What follows belongs to an exercise in optimizing a design on an open flow for small area, a short achievable clock period and few clock cycles; a production flow would make more cautious choices.
The RTL was checked by simulation tests, not by an equivalence proof against the original design.
No driver is modelled on the clock port, so clocking that relies on it looks cheaper here than on a real chip.
No activity file was given, so power comes from the tool's default toggle rates.

==> 10-16: inputs <==
==> flow/design.v <==
`timescale 1ns / 1ps
module mips_top(Clk, Rst, imem_addr, imem_rdata,
                dmem_addr, dmem_wdata, dmem_wstrb, dmem_rdata,
                RegFileV0, RegFileV1);
    input Clk, Rst;
    output wire [31:0] imem_addr;
    input [31:0] imem_rdata;
    output wire [31:0] dmem_addr;
    output wire [31:0] dmem_wdata;
    output wire [3:0] dmem_wstrb;
    input [31:0] dmem_rdata;
    output wire [31:0] RegFileV0, RegFileV1;
    wire        wen;
    wire [4:0]  wa;
    wire [31:0] wd;
    wire [31:0] R [0:31];
    wire [31:0] wdr = wd & {32{~Rst}};
    assign R[0] = 32'b0;
    genvar gi;
    generate
        for (gi = 1; gi < 32; gi = gi + 1) begin : regs
            reg [31:0] q;
            always @(posedge Clk)
                if (Rst | (wen && wa == gi)) q <= wdr;
            assign R[gi] = q;
        end
    endgenerate
    assign RegFileV0 = R[2];
    assign RegFileV1 = R[3];
    reg  [9:0] pc;
    wire [31:0] ir = imem_rdata;
    wire [5:0] op = ir[31:26];
    wire [4:0] rs = ir[25:21];
    wire [4:0] rt = ir[20:16];
    wire [4:0] rd = ir[15:11];
    wire [5:0] fn = ir[5:0];
    wire rtype  = (op == 6'h00);
    wire d_add  = rtype & (fn == 6'h20);
    wire d_sub  = rtype & (fn == 6'h22);
    wire d_and  = rtype & (fn == 6'h24);
    wire d_or   = rtype & (fn == 6'h25);
    wire d_xor  = rtype & (fn == 6'h26);
    wire d_nor  = rtype & (fn == 6'h27);
    wire d_slt  = rtype & (fn == 6'h2A);
    wire d_sll  = rtype & (fn == 6'h00);
    wire d_srl  = rtype & (fn == 6'h02);
    wire d_jr   = rtype & (fn == 6'h08);
    wire d_mul  = (op == 6'h1C) & (fn == 6'h02);
    wire d_addi = (op == 6'h08);
    wire d_slti = (op == 6'h0A);
    wire d_andi = (op == 6'h0C);
    wire d_ori  = (op == 6'h0D);
    wire d_xori = (op == 6'h0E);
    wire d_lw   = (op == 6'h23);
    wire d_lh   = (op == 6'h21);
    wire d_lb   = (op == 6'h20);
    wire d_sw   = (op == 6'h2B);
    wire d_sh   = (op == 6'h29);
    wire d_sb   = (op == 6'h28);
    wire d_beq  = (op == 6'h04);
    wire d_bne  = (op == 6'h05);
    wire d_blez = (op == 6'h06);
    wire d_bgtz = (op == 6'h07);
    wire d_bltz = (op == 6'h01) & (rt == 5'd0);
    wire d_bgez = (op == 6'h01) & (rt == 5'd1);
    wire d_j    = (op == 6'h02);
    wire d_jal  = (op == 6'h03);
    wire d_ld   = d_lw | d_lh | d_lb;
    wire d_st   = d_sw | d_sh | d_sb;
    wire d_imm  = d_addi | d_slti | d_andi | d_ori | d_xori | d_ld | d_st;
    wire d_bz   = d_blez | d_bgtz;
    wire [4:0] d_dst = d_jal ? 5'd31 : (rtype | d_mul) ? rd : rt;
    wire d_wr   = (d_add | d_sub | d_and | d_or | d_xor | d_nor | d_slt | d_sll |
                   d_srl | d_mul | d_addi | d_slti | d_andi | d_ori | d_xori |
                   d_ld | d_jal) & (d_dst != 5'd0);
    wire use_rs = ~(d_j | d_jal);
    wire use_rt = rtype | d_mul | d_beq | d_bne | d_st;
    wire [31:0] simm = {{16{ir[15]}}, ir[15:0]};
    reg        e_wr, e_st, e_br, e_jr, e_mul, e_ld;
    reg [3:0]  mcnt;
    reg        mrun;
    reg [4:0]  e_dst;
    reg        e_sub;
    reg [1:0]  e_sz;        
    reg        e_beq, e_bne, e_blez, e_bgtz, e_bltz, e_bgez;
    reg        r_add, r_slt, r_and, r_or, r_xor, r_nor, r_sll, r_srl, r_link;
    reg [4:0]  e_sh;
    reg [10:0] e_pcv;       
    reg [31:0] ea, eb, esd;
    reg        m_wr, m_ld, m_mul;
    reg [3:0]  m_wstrb;
    reg [4:0]  m_dst;
    reg [1:0]  m_sz;
    reg [31:0] m_res, m_wdata;
    wire [31:0] bx  = e_sub ? ~eb : eb;
    wire [32:0] s33 = {ea, 1'b1} + {bx, e_sub};
    wire [31:0] sum = s33[32:1];
    wire eq = (ea == eb);
    wire az = (ea == 32'b0);
    wire taken = (e_beq & eq) | (e_bne & ~eq) | (e_blez & (ea[31] | az)) |
                 (e_bgtz & ~ea[31] & ~az) | (e_bltz & ea[31]) | (e_bgez & ~ea[31]);
    wire redirect = (e_br & taken) | e_jr;
    wire [9:0] target = e_jr ? ea[11:2] : e_pcv[9:0];
    function [31:0] rev32(input [31:0] x);
        integer i;
        begin
            for (i = 0; i < 32; i = i + 1) rev32[i] = x[31 - i];
        end
    endfunction
    wire [31:0] shr = (r_sll ? rev32(eb) : eb) >> e_sh;
    wire [31:0] ex_res =
        ({32{r_add}}  & sum) |
        ({32{r_slt}}  & {31'b0, sum[31]}) |
        ({32{r_and}}  & (ea & eb)) |
        ({32{r_or}}   & (ea | eb)) |
        ({32{r_xor}}  & (ea ^ eb)) |
        ({32{r_nor}}  & ~(ea | eb)) |
        ({32{r_sll}}  & rev32(shr)) |
        ({32{r_srl}}  & shr) |
        ({32{r_link}} & {19'b0, e_pcv, 2'b0});
    wire [3:0] wstrb = ~e_st ? 4'b0000 :
                       (e_sz == 2'd2) ? (4'b0001 << sum[1:0]) :
                       (e_sz == 2'd1) ? (sum[1] ? 4'b1100 : 4'b0011) :
                                        4'b1111;
    wire [1:0] mdig = esd[2 * (15 - mcnt) +: 2];
    wire [31:0] acc_s = {m_res[29:0], 2'b0};
    wire [31:0] acc_c = {m_wdata[29:0], 2'b0};
    reg [3:0] mlz;
    integer di;
    always @(*) begin
        mlz = 4'd15;
        for (di = 14; di >= 0; di = di - 1)
            if (|esd[2 * (15 - di) +: 2]) mlz = di[3:0];
    end
    wire [31:0] pp0 = ea & {32{mdig[0]}};
    wire [31:0] pp1 = {ea[30:0], 1'b0} & {32{mdig[1]}};
    wire [31:0] s1 = pp0 ^ pp1 ^ acc_s;
    wire [31:0] c1 = {((pp0 & pp1) | (pp0 & acc_s) | (pp1 & acc_s)), 1'b0};
    wire [31:0] ms = s1 ^ c1 ^ acc_c;
    wire [31:0] mc = {((s1 & c1) | (s1 & acc_c) | (c1 & acc_c)), 1'b0};
    wire mbusy = e_mul & ~(mrun & (mcnt == 4'd15));
    wire [15:0] ld_half = m_res[1] ? dmem_rdata[31:16] : dmem_rdata[15:0];
    reg  [7:0]  ld_byte;
    always @(*) begin
        case (m_res[1:0])
            2'd0: ld_byte = dmem_rdata[7:0];
            2'd1: ld_byte = dmem_rdata[15:8];
            2'd2: ld_byte = dmem_rdata[23:16];
            default: ld_byte = dmem_rdata[31:24];
        endcase
    end
    wire [31:0] ld_data = (m_sz == 2'd2) ? {{24{ld_byte[7]}}, ld_byte} :
                          (m_sz == 2'd1) ? {{16{ld_half[15]}}, ld_half} :
                                           dmem_rdata;
    wire [31:0] m_val = m_ld ? ld_data : m_mul ? m_res + m_wdata : m_res;
    assign wen = m_wr;
    assign wa  = m_dst;
    assign wd  = m_val;
    assign dmem_addr  = {16'b0, m_res[15:0]};
    assign dmem_wdata = m_wdata;
    assign dmem_wstrb = m_wstrb;
    wire fa_e = e_wr & (e_dst == rs);
    wire fb_e = e_wr & (e_dst == rt);
    wire fa_m = m_wr & (m_dst == rs);
    wire fb_m = m_wr & (m_dst == rt);
    wire [31:0] va = fa_e ? ex_res : fa_m ? m_val : R[rs];
    wire [31:0] vb = fb_e ? ex_res : fb_m ? m_val : R[rt];
    wire luse = (e_ld | e_mul) & ((fa_e & use_rs) | (fb_e & use_rt));
    wire [10:0] pc1 = {1'b0, pc} + 11'd1;
    wire [9:0] d_btgt = pc1[9:0] + ir[9:0];
    wire fuse   = (d_beq | d_bne) & (rt == 5'd0) & fa_e & r_slt & ~e_mul;
    wire ftaken = fuse & (d_beq ? ~sum[31] : sum[31]);
    wire hold_d = mbusy | luse;             
    wire bub_e  = luse | redirect;          
    assign imem_addr = {20'b0, pc, 2'b0};
    always @(posedge Clk or posedge Rst) begin
        if (Rst) begin
            pc <= 10'd0;
            e_wr <= 1'b0; e_st <= 1'b0; e_br <= 1'b0; e_jr <= 1'b0;
            e_mul <= 1'b0; e_ld <= 1'b0; mcnt <= 4'd0; mrun <= 1'b0;
            m_wr <= 1'b0; m_wstrb <= 4'b0;
        end else begin
            m_wr    <= e_wr & ~mbusy;
            m_wstrb <= wstrb;
            mrun <= mbusy;
            mcnt <= ~mrun ? mlz : mcnt + 4'd1;
            if (!mbusy) begin
                e_wr  <= ~bub_e & d_wr;
                e_st  <= ~bub_e & d_st;
                e_br  <= ~bub_e & ~fuse & (d_beq | d_bne | d_bz | d_bltz | d_bgez);
                e_jr  <= ~bub_e & d_jr;
                e_mul <= ~bub_e & d_mul;
                e_ld  <= ~bub_e & d_ld;
            end
            if (!hold_d)
                pc <= redirect ? target : ftaken ? d_btgt : (d_j | d_jal) ? ir[9:0] : pc1[9:0];
        end
    end
    always @(posedge Clk) begin
        m_dst   <= e_dst;
        m_ld    <= e_ld;
        m_sz    <= e_sz;
        m_mul   <= e_mul;
        m_res   <= e_mul ? (mrun ? ms : 32'b0) : ex_res;
        m_wdata <= e_mul ? (mrun ? mc : 32'b0) : (e_sz == 2'd2) ? {4{esd[7:0]}} :
                                 (e_sz == 2'd1) ? {2{esd[15:0]}} : esd;
        if (!mbusy) begin
            e_dst <= d_dst;
            ea    <= va;
            esd   <= vb;
        end
        eb    <= d_imm ? simm : vb;
        e_sub <= d_sub | d_slt | d_slti;
        e_sz  <= (d_lb | d_sb) ? 2'd2 : (d_lh | d_sh) ? 2'd1 : 2'd0;
        e_beq <= d_beq; e_bne <= d_bne; e_blez <= d_blez; e_bgtz <= d_bgtz;
        e_bltz <= d_bltz; e_bgez <= d_bgez;
        r_add <= d_add | d_sub | d_addi | d_ld | d_st;
        r_slt <= d_slt | d_slti;
        r_and <= d_and | d_andi;
        r_or  <= d_or | d_ori;
        r_xor <= d_xor | d_xori;
        r_nor <= d_nor;
        r_sll <= d_sll;
        r_srl <= d_srl;
        r_link <= d_jal;
        e_sh  <= ir[10:6];
        e_pcv <= d_jal ? pc1 : {1'b0, d_btgt};
    end
endmodule
==> flow/flow/run.sh <==
#!/bin/bash
set -euo pipefail
M1=8
bash standard.sh SETUP_SLACK_MARGIN=$M1 cts > make_to_cts.log 2>&1
R=orfs/reports/sky130hd/mips_top/base/4_cts_final.rpt
S=$(awk '/report_worst_slack/{f=1} f && /worst slack max/{print $4; exit}' $R)
M2=$(awk -v s="$S" -v m="$M1" 'BEGIN{x = s - 0.05; if (x > m) x = m; if (x < 0) x = 0; printf "%.2f", x}')
echo "cts worst slack $S, margin after cts $M2" > margins.log
bash standard.sh SETUP_SLACK_MARGIN=$M2 finish > make_finish.log 2>&1
==> flow/standard.sh <==
#!/bin/bash
# synth_recipe.tcl (not shown) runs the flow's synth.tcl, then flattens the netlist and writes it again
# the make line also repeats each setting of config.mk as NAME=value (left out here)
make -C /OpenROAD-flow-scripts/flow DESIGN_CONFIG=/design/flow/config.mk WORK_HOME=/design/flow/orfs CLKGATE_MAP_FILE= SYNTH_SCRIPT=/design/flow/synth_recipe.tcl "${@:-finish}"
==> flow/config.mk <==
export PLATFORM = sky130hd
export DESIGN_NAME = mips_top
export DESIGN_NICKNAME = mips_top
export VERILOG_FILES = /design/flow/design.v
export SDC_FILE = /design/flow/constraint.sdc
export NUM_CORES = 4
export LEC_CHECK = 0
export CAP_MARGIN = 20
export CORE_MARGIN = 2
export CORE_UTILIZATION = 48
export CTS_BUF_LIST = sky130_fd_sc_hd__clkbuf_8
export PLACE_DENSITY = 0.65
export SLEW_MARGIN = 20
==> flow/constraint.sdc <==
create_clock -name core_clock -period 12.0 [get_ports {Clk}]
set_input_delay 2.4000 -clock core_clock [delete_from_list [all_inputs] [get_ports {Clk}]]
set_output_delay 2.4000 -clock core_clock [all_outputs]
set_load 0.01 [all_outputs]
==> 09-25 (differences from 10-16) <==
--- a/flow/design.v
+++ b/flow/design.v
@@ -97,7 +97,6 @@
     wire [31:0] sum = s33[32:1];
     wire eq = (ea == eb);
-    wire az = (ea == 32'b0);
-    wire taken = (e_beq & eq) | (e_bne & ~eq) | (e_blez & (ea[31] | az)) |
-                 (e_bgtz & ~ea[31] & ~az) | (e_bltz & ea[31]) | (e_bgez & ~ea[31]);
+    wire taken = (e_beq & eq) | (e_bne & ~eq) | (e_blez & (ea[31] | eq)) |
+                 (e_bgtz & ~ea[31] & ~eq) | (e_bltz & ea[31]) | (e_bgez & ~ea[31]);
     wire redirect = (e_br & taken) | e_jr;
     wire [9:0] target = e_jr ? ea[11:2] : e_pcv[9:0];
@@ -210,5 +209,5 @@
             esd   <= vb;
         end
-        eb    <= d_imm ? simm : vb;
+        eb    <= d_imm ? simm : d_bz ? 32'b0 : vb;
         e_sub <= d_sub | d_slt | d_slti;
         e_sz  <= (d_lb | d_sb) ? 2'd2 : (d_lh | d_sh) ? 2'd1 : 2'd0;
CORE_UTILIZATION = 55   (was 48)
PLACE_DENSITY = 0.7   (was 0.65)
==> 12-22 (differences from 10-16) <==
==> flow/design.v, changed modules only <==
module mips_top(Clk, Rst, imem_addr, imem_rdata,
                dmem_addr, dmem_wdata, dmem_wstrb, dmem_rdata,
                RegFileV0, RegFileV1);
    input Clk, Rst;
    output wire [31:0] imem_addr;
    input [31:0] imem_rdata;
    output wire [31:0] dmem_addr;
    output wire [31:0] dmem_wdata;
    output wire [3:0] dmem_wstrb;
    input [31:0] dmem_rdata;
    output wire [31:0] RegFileV0, RegFileV1;
    wire        wen;
    wire [4:0]  wa;
    wire [31:0] wd;
    wire [31:0] R [0:31];
    wire [31:0] wdr = wd & {32{~Rst}};
    assign R[0] = 32'b0;
    genvar gi;
    generate
        for (gi = 1; gi < 32; gi = gi + 1) begin : regs
            reg [31:0] q;
            always @(posedge Clk)
                if (Rst | (wen && wa == gi)) q <= wdr;
            assign R[gi] = q;
        end
    endgenerate
    assign RegFileV0 = R[2];
    assign RegFileV1 = R[3];
    reg  [9:0] pc;
    wire [31:0] ir = imem_rdata;
    wire [5:0] op = ir[31:26];
    wire [4:0] rs = ir[25:21];
    wire [4:0] rt = ir[20:16];
    wire [4:0] rd = ir[15:11];
    wire [5:0] fn = ir[5:0];
    wire rtype  = (op == 6'h00);
    wire d_add  = rtype & (fn == 6'h20);
    wire d_sub  = rtype & (fn == 6'h22);
    wire d_and  = rtype & (fn == 6'h24);
    wire d_or   = rtype & (fn == 6'h25);
    wire d_xor  = rtype & (fn == 6'h26);
    wire d_nor  = rtype & (fn == 6'h27);
    wire d_slt  = rtype & (fn == 6'h2A);
    wire d_sll  = rtype & (fn == 6'h00);
    wire d_srl  = rtype & (fn == 6'h02);
    wire d_jr   = rtype & (fn == 6'h08);
    wire d_mul  = (op == 6'h1C) & (fn == 6'h02);
    wire d_addi = (op == 6'h08);
    wire d_slti = (op == 6'h0A);
    wire d_andi = (op == 6'h0C);
    wire d_ori  = (op == 6'h0D);
    wire d_xori = (op == 6'h0E);
    wire d_lw   = (op == 6'h23);
    wire d_lh   = (op == 6'h21);
    wire d_lb   = (op == 6'h20);
    wire d_sw   = (op == 6'h2B);
    wire d_sh   = (op == 6'h29);
    wire d_sb   = (op == 6'h28);
    wire d_beq  = (op == 6'h04);
    wire d_bne  = (op == 6'h05);
    wire d_blez = (op == 6'h06);
    wire d_bgtz = (op == 6'h07);
    wire d_bltz = (op == 6'h01) & (rt == 5'd0);
    wire d_bgez = (op == 6'h01) & (rt == 5'd1);
    wire d_j    = (op == 6'h02);
    wire d_jal  = (op == 6'h03);
    wire d_ld   = d_lw | d_lh | d_lb;
    wire d_st   = d_sw | d_sh | d_sb;
    wire d_imm  = d_addi | d_slti | d_andi | d_ori | d_xori | d_ld | d_st;
    wire d_bz   = d_blez | d_bgtz;
    wire [4:0] d_dst = d_jal ? 5'd31 : (rtype | d_mul) ? rd : rt;
    wire d_wr   = (d_add | d_sub | d_and | d_or | d_xor | d_nor | d_slt | d_sll |
                   d_srl | d_mul | d_addi | d_slti | d_andi | d_ori | d_xori |
                   d_ld | d_jal) & (d_dst != 5'd0);
    wire use_rs = ~(d_j | d_jal);
    wire use_rt = rtype | d_mul | d_beq | d_bne | d_st;
    wire [31:0] simm = {{16{ir[15]}}, ir[15:0]};
    reg        e_wr, e_st, e_br, e_jr, e_mul, e_ld;
    reg [2:0]  mcnt;
    reg [4:0]  e_dst;
    reg        e_sub;
    reg [1:0]  e_sz;        
    reg        e_beq, e_bne, e_blez, e_bgtz, e_bltz, e_bgez;
    reg        r_add, r_slt, r_and, r_or, r_xor, r_nor, r_sll, r_srl, r_link;
    reg [4:0]  e_sh;
    reg [10:0] e_pcv;       
    reg [31:0] ea, eb, esd;
    reg        m_wr, m_ld, m_mul;
    reg [3:0]  m_wstrb;
    reg [4:0]  m_dst;
    reg [1:0]  m_sz;
    reg [31:0] m_res, m_wdata;
    wire [31:0] bx  = e_sub ? ~eb : eb;
    wire [32:0] s33 = {ea, 1'b1} + {bx, e_sub};
    wire [31:0] sum = s33[32:1];
    wire eq = (ea == eb);
    wire taken = (e_beq & eq) | (e_bne & ~eq) | (e_blez & (ea[31] | eq)) |
                 (e_bgtz & ~ea[31] & ~eq) | (e_bltz & ea[31]) | (e_bgez & ~ea[31]);
    wire redirect = (e_br & taken) | e_jr;
    wire [9:0] target = e_jr ? ea[11:2] : e_pcv[9:0];
    function [31:0] rev32(input [31:0] x);
        integer i;
        begin
            for (i = 0; i < 32; i = i + 1) rev32[i] = x[31 - i];
        end
    endfunction
    wire [31:0] shr = (r_sll ? rev32(eb) : eb) >> e_sh;
    wire [31:0] ex_res =
        ({32{r_add}}  & sum) |
        ({32{r_slt}}  & {31'b0, sum[31]}) |
        ({32{r_and}}  & (ea & eb)) |
        ({32{r_or}}   & (ea | eb)) |
        ({32{r_xor}}  & (ea ^ eb)) |
        ({32{r_nor}}  & ~(ea | eb)) |
        ({32{r_sll}}  & rev32(shr)) |
        ({32{r_srl}}  & shr) |
        ({32{r_link}} & {19'b0, e_pcv, 2'b0});
    wire [3:0] wstrb = ~e_st ? 4'b0000 :
                       (e_sz == 2'd2) ? (4'b0001 << sum[1:0]) :
                       (e_sz == 2'd1) ? (sum[1] ? 4'b1100 : 4'b0011) :
                                        4'b1111;
    reg [3:0] mnib;
    always @(*) begin
        case (mcnt)
            3'd0: mnib = eb[31:28];
            3'd1: mnib = eb[27:24];
            3'd2: mnib = eb[23:20];
            3'd3: mnib = eb[19:16];
            3'd4: mnib = eb[15:12];
            3'd5: mnib = eb[11:8];
            3'd6: mnib = eb[7:4];
            default: mnib = eb[3:0];
        endcase
    end
    wire        mfirst = (mcnt == 3'd0);
    wire [31:0] acc_s = mfirst ? 32'b0 : {m_res[27:0], 4'b0};
    wire [31:0] acc_c = mfirst ? 32'b0 : {m_wdata[27:0], 4'b0};
    wire [31:0] pp0 = ea & {32{mnib[0]}};
    wire [31:0] pp1 = {ea[30:0], 1'b0} & {32{mnib[1]}};
    wire [31:0] pp2 = {ea[29:0], 2'b0} & {32{mnib[2]}};
    wire [31:0] pp3 = {ea[28:0], 3'b0} & {32{mnib[3]}};
    wire [31:0] s1 = pp0 ^ pp1 ^ pp2;
    wire [31:0] c1 = {((pp0 & pp1) | (pp0 & pp2) | (pp1 & pp2)), 1'b0};
    wire [31:0] s2 = pp3 ^ acc_s ^ acc_c;
    wire [31:0] c2 = {((pp3 & acc_s) | (pp3 & acc_c) | (acc_s & acc_c)), 1'b0};
    wire [31:0] s3 = s1 ^ c1 ^ s2;
    wire [31:0] c3 = {((s1 & c1) | (s1 & s2) | (c1 & s2)), 1'b0};
    wire [31:0] ms = s3 ^ c3 ^ c2;
    wire [31:0] mc = {((s3 & c3) | (s3 & c2) | (c3 & c2)), 1'b0};
    wire mbusy = e_mul & (mcnt != 3'd7);
    wire [15:0] ld_half = m_res[1] ? dmem_rdata[31:16] : dmem_rdata[15:0];
    reg  [7:0]  ld_byte;
    always @(*) begin
        case (m_res[1:0])
            2'd0: ld_byte = dmem_rdata[7:0];
            2'd1: ld_byte = dmem_rdata[15:8];
            2'd2: ld_byte = dmem_rdata[23:16];
            default: ld_byte = dmem_rdata[31:24];
        endcase
    end
    wire [31:0] ld_data = (m_sz == 2'd2) ? {{24{ld_byte[7]}}, ld_byte} :
                          (m_sz == 2'd1) ? {{16{ld_half[15]}}, ld_half} :
                                           dmem_rdata;
    wire [31:0] m_val = m_ld ? ld_data : m_mul ? m_res + m_wdata : m_res;
    assign wen = m_wr;
    assign wa  = m_dst;
    assign wd  = m_val;
    assign dmem_addr  = {16'b0, m_res[15:0]};
    assign dmem_wdata = m_wdata;
    assign dmem_wstrb = m_wstrb;
    wire fa_e = e_wr & (e_dst == rs);
    wire fb_e = e_wr & (e_dst == rt);
    wire fa_m = m_wr & (m_dst == rs);
    wire fb_m = m_wr & (m_dst == rt);
    wire [31:0] va = fa_e ? ex_res : fa_m ? m_val : R[rs];
    wire [31:0] vb = fb_e ? ex_res : fb_m ? m_val : R[rt];
    wire luse = (e_ld | e_mul) & ((fa_e & use_rs) | (fb_e & use_rt));
    wire [10:0] pc1 = {1'b0, pc} + 11'd1;
    wire hold_d = mbusy | luse;             
    wire bub_e  = luse | redirect;          
    assign imem_addr = {20'b0, pc, 2'b0};
    always @(posedge Clk or posedge Rst) begin
        if (Rst) begin
            pc <= 10'd0;
            e_wr <= 1'b0; e_st <= 1'b0; e_br <= 1'b0; e_jr <= 1'b0;
            e_mul <= 1'b0; e_ld <= 1'b0; mcnt <= 3'd0;
            m_wr <= 1'b0; m_wstrb <= 4'b0;
        end else begin
            m_wr    <= e_wr & ~mbusy;
            m_wstrb <= wstrb;
            mcnt <= mbusy ? mcnt + 3'd1 : 3'd0;
            if (!mbusy) begin
                e_wr  <= ~bub_e & d_wr;
                e_st  <= ~bub_e & d_st;
                e_br  <= ~bub_e & (d_beq | d_bne | d_bz | d_bltz | d_bgez);
                e_jr  <= ~bub_e & d_jr;
                e_mul <= ~bub_e & d_mul;
                e_ld  <= ~bub_e & d_ld;
            end
            if (!hold_d)
                pc <= redirect ? target : (d_j | d_jal) ? ir[9:0] : pc1[9:0];
        end
    end
    always @(posedge Clk) begin
        m_dst   <= e_dst;
        m_ld    <= e_ld;
        m_sz    <= e_sz;
        m_mul   <= e_mul;
        m_res   <= e_mul ? ms : ex_res;
        m_wdata <= e_mul ? mc : (e_sz == 2'd2) ? {4{esd[7:0]}} :
                                 (e_sz == 2'd1) ? {2{esd[15:0]}} : esd;
        if (!mbusy) begin
            e_dst <= d_dst;
            ea    <= va;
            eb    <= d_imm ? simm : d_bz ? 32'b0 : vb;
        end
        esd   <= vb;
        e_sub <= d_sub | d_slt | d_slti;
        e_sz  <= (d_lb | d_sb) ? 2'd2 : (d_lh | d_sh) ? 2'd1 : 2'd0;
        e_beq <= d_beq; e_bne <= d_bne; e_blez <= d_blez; e_bgtz <= d_bgtz;
        e_bltz <= d_bltz; e_bgez <= d_bgez;
        r_add <= d_add | d_sub | d_addi | d_ld | d_st;
        r_slt <= d_slt | d_slti;
        r_and <= d_and | d_andi;
        r_or  <= d_or | d_ori;
        r_xor <= d_xor | d_xori;
        r_nor <= d_nor;
        r_sll <= d_sll;
        r_srl <= d_srl;
        r_link <= d_jal;
        e_sh  <= ir[10:6];
        e_pcv <= d_jal ? pc1 : {1'b0, pc1[9:0] + ir[9:0]};
    end
endmodule
==> flow/flow/run.sh (replaced) <==
#!/bin/bash
# Standard ORFS layout, with timing repair asked to leave extra setup slack
# (the SDC and its clock period are unchanged).
set -euo pipefail
bash standard.sh SETUP_SLACK_MARGIN=8 finish > standard_make.log 2>&1
CORE_UTILIZATION = 35   (was 48)
CTS_BUF_LIST = default   (was sky130_fd_sc_hd__clkbuf_8)
PLACE_DENSITY = 0.5   (was 0.65)
==> comparison table <==
metric                                                                          10-16                    09-25                    12-22
Start point of the worst hold path                                           e_dst[1]                     e_ld                     e_ld
Layout Area Growth over Synthesis                                               20.8%                    19.3%                    32.8%
Clock power share                                                               30.2%                    30.0%                    33.0%
Fraction of power spent switching nets                                          34.3%                    34.5%                    33.6%
Initial antenna violation count                                                    22                       34                       31
Mean cell area of the mapped netlist                                         11.6 µm²                 11.7 µm²                 11.4 µm²
Number of instances in the synthesized netlist                                  5,562                    5,539                    5,868
Share of flip-flops with an asynchronous set or reset                           2.12%                    2.12%                    1.96%
Detailed-route via count                                                       61,223                   60,596                   64,163
Cell depth of the worst flop-to-flop path                                          12                       11                       10
Share of the final layout cell area in multi-input gates                        37.9%                    37.7%                    37.4%
Maximum number of pins on one net before global-route repair                      112                       63                       76
Antenna diode count                                                                20                       23                       20
Via density per instance                                                         7.75                     7.96                     6.95
Count of cell instances traversed by the critical path                             13                       11                       11
Simple logic cell fraction of the synthesized area                              9.79%                    9.59%                    10.9%
Post-route non-filler standard cell count                                       7,903                    7,614                    9,229
Slew HR                                                                         26.0%                    19.1%                    20.2%
Power after layout                                                          12,200 µW                12,100 µW                13,100 µW
Area of the core                                                          134,000 µm²              117,000 µm²              190,000 µm²
Synthesized flop and latch total                                                1,226                    1,226                    1,224
Result of the run                                             complete, no violations  complete, no violations  complete, no violations
Total met3 wirelength after detailed routing                                  59.6 mm                  57.4 mm                  59.0 mm
Worst clock skew                                                            0.0798 ns                0.0729 ns                0.0473 ns
Testbench counts of 10-16, summed over its fixed seeds: cycles 274,469.
Testbench counts of 09-25, summed over its fixed seeds: cycles 274,469.
Testbench counts of 12-22, summed over its fixed seeds: cycles 295,693.

## afterwards: timing with drivers on the ports
No port has a modelled driver above. Below, the same layouts with a new extraction and two added sets of constraints.
Step 1 assumes that a clkbuf_16 drives the clock port and a buf_2 every other input.
Step 2 also shifts input and output timing later by t, the mid clock arrival at the registers, as if the neighbouring blocks saw the same clock.
a / b / c = no drivers / after step 1 / after step 2; a / b = the first two.
run	t, ns	setup WS [ns]	worst setup path after step 2	worst register clock-pin slew, ns	worst data-port slew with drivers (ns)
10-16	1.052	7.639 / 7.570 / 6.518	input to register	0.08 / 0.08	0.21
09-25	0.999	7.606 / 7.533 / 6.534	input to register	0.09 / 0.09	0.23
12-22	0.915	7.530 / 7.373 / 6.457	input to register	0.07 / 0.07	0.31
After both steps setup and hold are still met in every run listed. For 10-16, which loses most, drivers alone change the setup slack by -0.069 ns; drivers and shift together by -1.121 ns.
